This is an optimization exercise on Yosys and OpenROAD, whose aim is small area, a short achievable clock period and few clock cycles, not a production implementation.
In this exercise RTL edits were held to simulation tests only and were not proved equivalent to the original.
No activity file was given, so power comes from the tool's default toggle rates.

v19:
// m1
module m1(
input logic Clock,
input logic StartBit,
input logic Resetn,
input logic [15:0] ReadData,
output logic [15:0] WriteData,
output logic [17:0] SRAM_Address,
output logic Wen,
output logic StopBit
);
localparam logic [17:0] U_BASE   = 18'd38400;
localparam logic [17:0] V_BASE   = 18'd57600;
localparam logic [17:0] RGB_BASE = 18'd146944;
logic        run;
logic [4:0]  p;        
logic [15:0] S;        
logic [2:0]  m5;       
logic [16:0] Wa;       
logic        w5, w6;   
logic        wr;       
logic        f0, f1, f157, f158, f159, quirk;    
logic        last;     
assign Wen = ~wr;
always_ff @(posedge Clock or negedge Resetn) begin
	if (~Resetn) begin
		run <= 1'b0;
		p <= 5'b00001;
		S <= 16'd0;
		m5 <= 3'd0;
		Wa <= RGB_BASE[16:0];
		w5 <= 1'b0;
		w6 <= 1'b0;
		f0 <= 1'b0;
		f1 <= 1'b0;
		f157 <= 1'b0;
		f158 <= 1'b0;
		f159 <= 1'b0;
		quirk <= 1'b0;
		SRAM_Address <= 18'd0;
		wr <= 1'b0;
		last <= 1'b0;
		StopBit <= 1'b0;
	end else if (~run) begin
		if (StartBit && p[0]) begin
			run <= 1'b1;
			SRAM_Address <= U_BASE;
		end
	end else begin
		p <= {p[3:0], p[4]};
		wr <= 1'b0;
		if (p[0] | p[2] | p[3]) begin
			SRAM_Address <= {1'b1, Wa};
			if (p[0] ? w6 : w5) begin
				wr <= 1'b1;
				Wa <= Wa + 17'd1;
			end
			if (p[0] & w6 & (&Wa)) last <= 1'b1;
		end
		if (p[1]) begin
			SRAM_Address <= {2'b00, S - 16'd4};
			if (last) begin
				StopBit <= 1'b1;
				run <= 1'b0;
				p <= 5'b00000;
			end
		end
		if (p[4]) begin
			S <= S + 16'd1;
			m5 <= (m5 == 3'd4) ? 3'd0 : m5 + 3'd1;
			f0 <= f159;
			f1 <= f0;
			f157 <= (S[4:0] == 5'd0) && (m5 == 3'd0);    
			f158 <= f157;
			f159 <= f158;
			quirk <= (S == 16'd5);
			if (S == 16'd4) w5 <= 1'b1;
			if (S == 16'd5) w6 <= 1'b1;
  ...
Size in the first run: ~2400 cells after synthesis, ~24000 sq um of cells after synthesis.
Settings: LEC_CHECK=0, CAP_MARGIN=20, CORE_MARGIN=2, CORE_UTILIZATION=60, SLEW_MARGIN=20; clock period 12.0 ns.
standard.sh (not shown) runs the stock make flow with config.mk's settings and CLKGATE_MAP_FILE= SYNTH_SCRIPT=/design/flow/synth_recipe.tcl, a recipe that flattens the netlist after the stock synthesis.
==> flow/flow/run.sh <==
#!/bin/bash
# Standard synthesis, then the standard layout with stronger port buffers,
# a clock tree with a strong root buffer and larger sink clusters, and
# timing repair aimed below the design's clock period. Each make run's
# full output goes to its own log here; ORFS keeps per-step logs in orfs/logs.
set -euo pipefail
bash standard.sh synth > synth.log 2>&1
bash standard.sh "BUFFER_PORTS_ARGS=-buffer_cell sky130_fd_sc_hd__buf_4" "SETUP_SLACK_MARGIN=8.3" \
  "CTS_ARGS=-sink_clustering_enable -repair_clock_nets -buf_list sky130_fd_sc_hd__clkbuf_16 -root_buf sky130_fd_sc_hd__clkbuf_16 -sink_clustering_size 26 -sink_clustering_max_diameter 150" \
  finish > layout.log 2>&1
Testbench counts of v19, summed over its fixed seeds: cycles 1,152,168.
> inputs changed (v19 -> v17)
diff --git a/flow/design.v b/flow/design.v
--- a/flow/design.v
+++ b/flow/design.v
@@ -127,13 +127,13 @@
 m1_interp u_interp(.Clock(Clock), .s1(s1), .s2(s2), .s3(s3), .o(io), .o3(io3));
 logic [8:0] uo;     
 always_ff @(posedge Clock) uo <= io;
 logic [7:0] yb, yl;
 always_ff @(posedge Clock) begin
 	yb <= p[4] ? ReadData[15:8] : yl;
-	yl <= ReadData[7:0];    
+	if (p[4]) yl <= ReadData[7:0];
 end
 wire [7:0] ue = ur[1];
 wire [7:0] ve = vr[1];
 wire [8:0] eu = {ue[7], ~ue[7], ue[6:0]};
 wire [8:0] ev = {ve[7], ~ve[7], ve[6:0]};
 logic esel;
@@ -755,21 +755,21 @@
 wire ip_143 = ~1'b0 ^ ip_111 ^ ip_110;
 wire ip_144 = (~1'b0 & ip_111) | (~1'b0 & ip_110) | (ip_111 & ip_110);
 wire ip_145 = ~1'b0 ^ ip_112;
 wire ip_146 = ~1'b0 & ip_112;
 wire [16:0] ip_a = {ip_144, ip_142, ip_140, ip_138, ip_136, ip_134, ~ip_132, ~ip_130, ip_128, ~ip_126, ip_124, ip_122, ip_120, ip_118, ip_116, ip_114, ip_113};
 wire [16:0] ip_b = {ip_145, ip_143, ip_141, ip_139, ip_137, ip_135, ip_133, ~ip_131, ~ip_129, ip_127, ~ip_125, ip_123, ip_121, ip_119, ip_117, ip_115, s3[0]};
-wire [10:0] ip_lo = {1'b0, ip_a[9:0]} + {1'b0, ip_b[9:0]};
-logic [16:10] ip_ha, ip_hb;
+wire [12:0] ip_lo = {1'b0, ip_a[11:0]} + {1'b0, ip_b[11:0]};
+logic [16:12] ip_ha, ip_hb;
 logic ip_c;
-logic [9:8] ip_l;
+logic [11:8] ip_l;
 always_ff @(posedge Clock) begin
-	ip_ha <= ip_a[16:10];
-	ip_hb <= ip_b[16:10];
-	ip_c <= ip_lo[10];
-	ip_l <= ip_lo[9:8];
+	ip_ha <= ip_a[16:12];
+	ip_hb <= ip_b[16:12];
+	ip_c <= ip_lo[12];
+	ip_l <= ip_lo[11:8];
 end
-wire [16:10] ip_s = ip_ha + ip_hb + {{(6){1'b0}}, ip_c};
+wire [16:12] ip_s = ip_ha + ip_hb + {{(4){1'b0}}, ip_c};
 wire [16:8] ip_f = {ip_s, ip_l};
 assign o = ip_f;
 assign o3 = {o, 1'b0} + {2'b00, o};
 endmodule
==> comparison <==
Per the comparison of v17 with v19, internal portion of total power saw a decrease; minimum setup slack in the final design saw a decrease; critical-path maximum fanout saw an increase; number of buffers created by CTS saw little to no change.
Delta (v17 minus v19): met1 global-route usage +0.34 points, non-clock buffer contribution to total cell area was more or less identical.
Testbench counts of v17, summed over its fixed seeds: cycles 1,152,168.

---

old:
Another version of the RTL of m1 (not shown whole).
For scale: roughly 2400 cells after synthesis, roughly 430 flip-flops, roughly 55 I/O pins, about 25000 µm² of cells after synthesis.
Settings: LEC_CHECK=0, CAP_MARGIN=20, CORE_MARGIN=2, CORE_UTILIZATION=40, CTS_BUF_LIST=sky130_fd_sc_hd__clkbuf_16, CTS_CLUSTER_DIAMETER=90, CTS_CLUSTER_SIZE=22, SLEW_MARGIN=20; clock period 12.0 ns.
==> flow/flow/run.sh <==
#!/bin/bash
# Standard synthesis, then the standard layout with stronger port buffers
# and timing repair aimed below the design's clock period.
set -euo pipefail
bash standard.sh synth > synth.log 2>&1
bash standard.sh "BUFFER_PORTS_ARGS=-buffer_cell sky130_fd_sc_hd__buf_4" "SETUP_SLACK_MARGIN=8.0" finish > layout.log 2>&1
Testbench counts of old, summed over its fixed seeds: cycles 1,152,174.
> inputs changed (old -> new)
-- flow/design.v --
<<< old, line 158
always_ff @(posedge Clock) begin
	bh <= bb;
	if (p[3]) gbh <= {gg, bb};
	if (p[2])      WriteData <= {rr, gg};
	else if (p[3]) WriteData <= {bh, rr};
	else           WriteData <= gbh;
end
endmodule
>>> new, line 158
always_ff @(posedge Clock) begin
	bh <= bb;
	gbh <= {gg, bb};
	if (p[2])      WriteData <= {rr, gg};
	else if (p[3]) WriteData <= {bh, rr};
	else if (p[4]) WriteData <= gbh;
end
endmodule
<<< old, line 750
wire [16:0] ip_a = {ip_144, ip_142, ip_140, ip_138, ip_136, ip_134, ~ip_132, ~ip_130, ip_128, ~ip_126, ip_124, ip_122, ip_120, ip_118, ip_116, ip_114, ip_113};
wire [16:0] ip_b = {ip_145, ip_143, ip_141, ip_139, ip_137, ip_135, ip_133, ~ip_131, ~ip_129, ip_127, ~ip_125, ip_123, ip_121, ip_119, ip_117, ip_115, s3[0]};
wire [10:0] ip_lo = {1'b0, ip_a[9:0]} + {1'b0, ip_b[9:0]};
logic [16:10] ip_ha, ip_hb;
logic ip_c;
logic [9:8] ip_l;
always_ff @(posedge Clock) begin
	ip_ha <= ip_a[16:10];
	ip_hb <= ip_b[16:10];
	ip_c <= ip_lo[10];
	ip_l <= ip_lo[9:8];
end
wire [16:10] ip_s = ip_ha + ip_hb + {{(6){1'b0}}, ip_c};
wire [16:8] ip_f = {ip_s, ip_l};
assign o = ip_f;
>>> new, line 750
wire [16:0] ip_a = {ip_144, ip_142, ip_140, ip_138, ip_136, ip_134, ~ip_132, ~ip_130, ip_128, ~ip_126, ip_124, ip_122, ip_120, ip_118, ip_116, ip_114, ip_113};
wire [16:0] ip_b = {ip_145, ip_143, ip_141, ip_139, ip_137, ip_135, ip_133, ~ip_131, ~ip_129, ip_127, ~ip_125, ip_123, ip_121, ip_119, ip_117, ip_115, s3[0]};
wire [11:0] ip_lo = {1'b0, ip_a[10:0]} + {1'b0, ip_b[10:0]};
logic [16:11] ip_ha, ip_hb;
logic ip_c;
logic [10:8] ip_l;
always_ff @(posedge Clock) begin
	ip_ha <= ip_a[16:11];
	ip_hb <= ip_b[16:11];
	ip_c <= ip_lo[11];
	ip_l <= ip_lo[10:8];
end
wire [16:11] ip_s = ip_ha + ip_hb + {{(5){1'b0}}, ip_c};
wire [16:8] ip_f = {ip_s, ip_l};
assign o = ip_f;
[summary]
- new finished end to end and its layout was clean on timing, DRC and antenna.
- Summary of new over old: distinct cell type count of the synthesized netlist shows an increase of 16%; overall power of the completed layout now smaller; global-route met1 utilization went down 0.98 points; post-cts sizing count essentially unchanged; actual slew at the worst max-slew pin increased by 130 ps relative to the old numbers.
- Looking at capturing instance or port of the critical path, the WriteData[13] result is from new; the SRAM_Address[9] one comes from old.
- Worst setup path startpoint = WriteData[13]$_DFFE_PP_: new; worst setup path startpoint = SRAM_Address[9]$_DFFE_PN0P_: old
Testbench counts of new, summed over its fixed seeds: cycles 1,152,174.

---

Another version of the RTL of m1 (not shown whole).
Size in the first run: about 2300 cells after synthesis, roughly 430 flip-flops, roughly 55 I/O pins, ~24000 um2 of cells after synthesis.
==> module m1, before the edit <==
module m1(
input logic Clock,
input logic StartBit,
input logic Resetn,
input logic [15:0] ReadData,
output logic [15:0] WriteData,
output logic [17:0] SRAM_Address,
output logic Wen,
output logic StopBit
);
localparam logic [17:0] U_BASE   = 18'd38400;
localparam logic [17:0] V_BASE   = 18'd57600;
localparam logic [17:0] RGB_BASE = 18'd146944;
logic        run;
logic [4:0]  p;        
logic [15:0] S;        
logic [7:0]  col;      
logic [17:0] Wa;       
logic        w5, w6;   
logic        wr;       
logic        f0, f1, f157, f158, f159, quirk;    
logic        last;     
assign Wen = ~wr;
always_ff @(posedge Clock or negedge Resetn) begin
	if (~Resetn) begin
		run <= 1'b0;
		p <= 5'b00001;
		S <= 16'd0;
		col <= 8'd156;
		Wa <= RGB_BASE;
		w5 <= 1'b0;
		w6 <= 1'b0;
		f0 <= 1'b0;
		f1 <= 1'b0;
		f157 <= 1'b0;
		f158 <= 1'b0;
		f159 <= 1'b0;
		quirk <= 1'b0;
		SRAM_Address <= 18'd0;
		wr <= 1'b0;
		last <= 1'b0;
		StopBit <= 1'b0;
	end else if (~run) begin
		if (StartBit && p[0]) begin
			run <= 1'b1;
			SRAM_Address <= U_BASE;
		end
	end else begin
		p <= {p[3:0], p[4]};
		wr <= 1'b0;
		if (p[0] | p[2] | p[3]) begin
			SRAM_Address <= Wa;
			if (p[0] ? w6 : w5) begin
				wr <= 1'b1;
				Wa <= Wa + 18'd1;
			end
			if (p[0] & w6 & (&Wa)) last <= 1'b1;
		end
		if (p[1]) begin
			SRAM_Address <= {2'b00, S - 16'd4};
			if (last) begin
				StopBit <= 1'b1;
				run <= 1'b0;
				p <= 5'b00000;
			end
		end
		if (p[4]) begin
			S <= S + 16'd1;
			col <= f159 ? 8'd0 : col + 8'd1;
			f0 <= f159;
			f1 <= f0;
			f157 <= (col == 8'd156);
			f158 <= f157;
			f159 <= f158;
			quirk <= (S == 16'd5);
			if (S == 16'd4) w5 <= 1'b1;
			if (S == 16'd5) w6 <= 1'b1;
			SRAM_Address <= (S[0] ? U_BASE + 18'd1 : V_BASE) + {3'b000, S[15:1]};
		end
	end
end
logic [7:0] ur [0:5];
logic [7:0] vr [0:5];
logic [15:0] upend;
logic [7:0]  vpend;
wire ins = run & p[2];
always_ff @(posedge Clock) begin
	for (int k = 0; k < 5; k++) begin
		ur[k] <= ur[k+1];
		vr[k] <= vr[k+1];
	end
	ur[5] <= ur[0];
	vr[5] <= vr[0];
	if (ins) begin
		ur[0] <= S[0] ? upend[15:8] : upend[7:0];
		vr[0] <= S[0] ? ReadData[15:8] : vpend;
	end
	if (ins & ~S[0]) upend <= ReadData;
	if (ins & S[0]) vpend <= ReadData[7:0];
end
logic usel;
always_ff @(posedge Clock) usel <= p[2];
logic [7:0] w [0:5];
always_comb begin
	if (usel) for (int k = 0; k < 6; k++) w[k] = ur[5-k];
	else      for (int k = 0; k < 6; k++) w[k] = vr[(10-k) % 6];
end
logic [7:0] a1, b1, a2, b2, a3, b3;
always_comb begin
	a1 = w[2];
	b1 = f159 ? w[2] : w[3];
	a2 = f0 ? w[2] : w[1];
	b2 = f159 ? w[2] : f158 ? w[3] : w[4];
	a3 = f0 ? w[2] : f1 ? w[1] : w[0];
	b3 = f159 ? w[2] : f158 ? w[3] : (f157 || quirk) ? w[4] : w[5];
end
logic [8:0] s1, s2, s3;
always_ff @(posedge Clock) begin
	s1 <= a1 + b1;
	s2 <= a2 + b2;
	s3 <= a3 + b3;
end
wire [8:0] io;
wire [10:0] io3;
m1_interp u_interp(.Clock(Clock), .s1(s1), .s2(s2), .s3(s3), .o(io), .o3(io3));
logic [8:0] uo;     
always_ff @(posedge Clock) uo <= io;
logic [7:0] yb, yl;
always_ff @(posedge Clock) begin
	yb <= p[4] ? ReadData[15:8] : yl;
	if (p[4]) yl <= ReadData[7:0];
end
wire [7:0] ue = ur[1];
wire [7:0] ve = vr[1];
wire [8:0] eu = {ue[7], ~ue[7], ue[6:0]};
wire [8:0] ev = {ve[7], ~ve[7], ve[6:0]};
logic esel;
always_ff @(posedge Clock) esel <= p[4];
wire [8:0] xu = esel ? eu : uo;
wire [22:0] xt;
m1_yterm u_yterm(.Y(yb), .T(xt));
logic [22:0] pt;
logic [8:0] pu, pv;
logic [10:0] pu3, pv3;
always_ff @(posedge Clock) begin
	pt <= xt;
	pu <= xu;
	pu3 <= {xu, 1'b0} + {2'b00, xu};
	if (esel) begin
		pv <= ev;
		pv3 <= {ev, 1'b0} + {2'b00, ev};
	end else begin
		pv <= io;
		pv3 <= io3;
	end
end
wire [7:0] rr, gg, bb;
m1_pix u_pix(.Clock(Clock), .T(pt), .U(pu), .U3(pu3), .V(pv), .V3(pv3), .R(rr), .G(gg), .B(bb));
logic [7:0]  bh;
logic [15:0] gbh;
always_ff @(posedge Clock) begin
	bh <= bb;
	if (p[3]) gbh <= {gg, bb};
	if (p[2])      WriteData <= {rr, gg};
	else if (p[3]) WriteData <= {bh, rr};
	else           WriteData <= gbh;
end
endmodule
==> flow/config.mk <==
export PLATFORM = sky130hd
export DESIGN_NAME = m1
export DESIGN_NICKNAME = m1
export VERILOG_FILES = /design/flow/design.v
export SDC_FILE = /design/flow/constraint.sdc
export NUM_CORES = 4
export LEC_CHECK = 0
export CAP_MARGIN = 20
export CORE_MARGIN = 2
export CORE_UTILIZATION = 60
export SLEW_MARGIN = 20
==> flow/constraint.sdc <==
create_clock -name core_clock -period 12.0 [get_ports {Clock}]
set_input_delay 2.4000 -clock core_clock [delete_from_list [all_inputs] [get_ports {Clock}]]
set_output_delay 2.4000 -clock core_clock [all_outputs]
set_load 0.01 [all_outputs]
==> flow/flow/run.sh <==
#!/bin/bash
# Standard synthesis, then the standard layout with stronger port buffers,
# a clock tree with a strong root buffer and larger sink clusters, and
# timing repair aimed below the design's clock period. Each make run's
# full output goes to its own log here; ORFS keeps per-step logs in orfs/logs.
set -euo pipefail
bash standard.sh synth > synth.log 2>&1
bash standard.sh "BUFFER_PORTS_ARGS=-buffer_cell sky130_fd_sc_hd__buf_4" "SETUP_SLACK_MARGIN=8.3" \
  "CTS_ARGS=-sink_clustering_enable -repair_clock_nets -buf_list sky130_fd_sc_hd__clkbuf_16 -root_buf sky130_fd_sc_hd__clkbuf_16 -sink_clustering_size 26 -sink_clustering_max_diameter 150" \
  finish > layout.log 2>&1
The first run completed without violations.
Testbench counts at the start, summed over its fixed seeds: cycles 1,152,168.
==> next run, changes <==
--- a/flow/design.v
+++ b/flow/design.v
@@ -14,11 +14,11 @@
 localparam logic [17:0] V_BASE   = 18'd57600;
 localparam logic [17:0] RGB_BASE = 18'd146944;
 logic        run;
 logic [4:0]  p;        
 logic [15:0] S;        
-logic [7:0]  col;      
+logic [2:0]  m5;       
 logic [17:0] Wa;       
 logic        w5, w6;   
 logic        wr;       
 logic        f0, f1, f157, f158, f159, quirk;    
 logic        last;     
@@ -26,11 +26,11 @@
 always_ff @(posedge Clock or negedge Resetn) begin
 	if (~Resetn) begin
 		run <= 1'b0;
 		p <= 5'b00001;
 		S <= 16'd0;
-		col <= 8'd156;
+		m5 <= 3'd0;
 		Wa <= RGB_BASE;
 		w5 <= 1'b0;
 		w6 <= 1'b0;
 		f0 <= 1'b0;
 		f1 <= 1'b0;
@@ -66,14 +66,14 @@
 				p <= 5'b00000;
 			end
 		end
 		if (p[4]) begin
 			S <= S + 16'd1;
-			col <= f159 ? 8'd0 : col + 8'd1;
+			m5 <= (m5 == 3'd4) ? 3'd0 : m5 + 3'd1;
 			f0 <= f159;
 			f1 <= f0;
-			f157 <= (col == 8'd156);
+			f157 <= (S[4:0] == 5'd0) && (m5 == 3'd0);    
 			f158 <= f157;
 			f159 <= f158;
 			quirk <= (S == 16'd5);
 			if (S == 16'd4) w5 <= 1'b1;
 			if (S == 16'd5) w6 <= 1'b1;
The new run went through all stages and came out clean.
Global-route usage grows by 0.57 points.
Final area shrinks by 0.92%.
Die area shrinks by 1.1%.
Fmax grows by 0.44%.
Sequential share of layout area shrinks by 0.16 points.
Worst setup slack is better by 15 ps.
Total power shrinks by 0.90%.
Testbench counts after the change, summed over its fixed seeds: cycles 1,152,168.

static timing again, ports no longer ideal:
How much do the figures lean on ideal ports? The routed layouts below were timed once more, with nothing changed but the port constraints. Step 1, drivers: a clkbuf_16 drives Clock and a buf_2 each remaining input, both assumed. Step 2 times the ports against the registers' clock, not the clock port: input delays grow and output delays shrink by t, the midpoint of the rising clock arrivals with the driver on. a / b / c = no drivers / after step 1 / after step 2; a / b = the first two.
run	shift t [ns]	setup WS [ns]	worst setup path after step 2	worst data-port slew with drivers (ns)	pins driven straight from the clock port
v19	0.609	8.428 / 8.370 / 8.322	input to register	0.07	1
v17	0.602	8.273 / 8.273 / 8.273	register to register	0.08	1
old	0.625	8.357 / 8.300 / 8.439	register to register	0.04	1
new	0.647	8.347 / 8.284 / 8.401	register to register	0.05	1
the first run of note 3	0.607	8.454 / 8.397 / 8.460	input to register	0.09	1
the second run of note 3	0.593	8.470 / 8.413 / 8.463	input to register	0.04	1
After both steps setup and hold are still met in every run listed. For v19, which loses most, drivers alone change the setup slack by -0.058 ns; drivers and shift together by -0.106 ns.
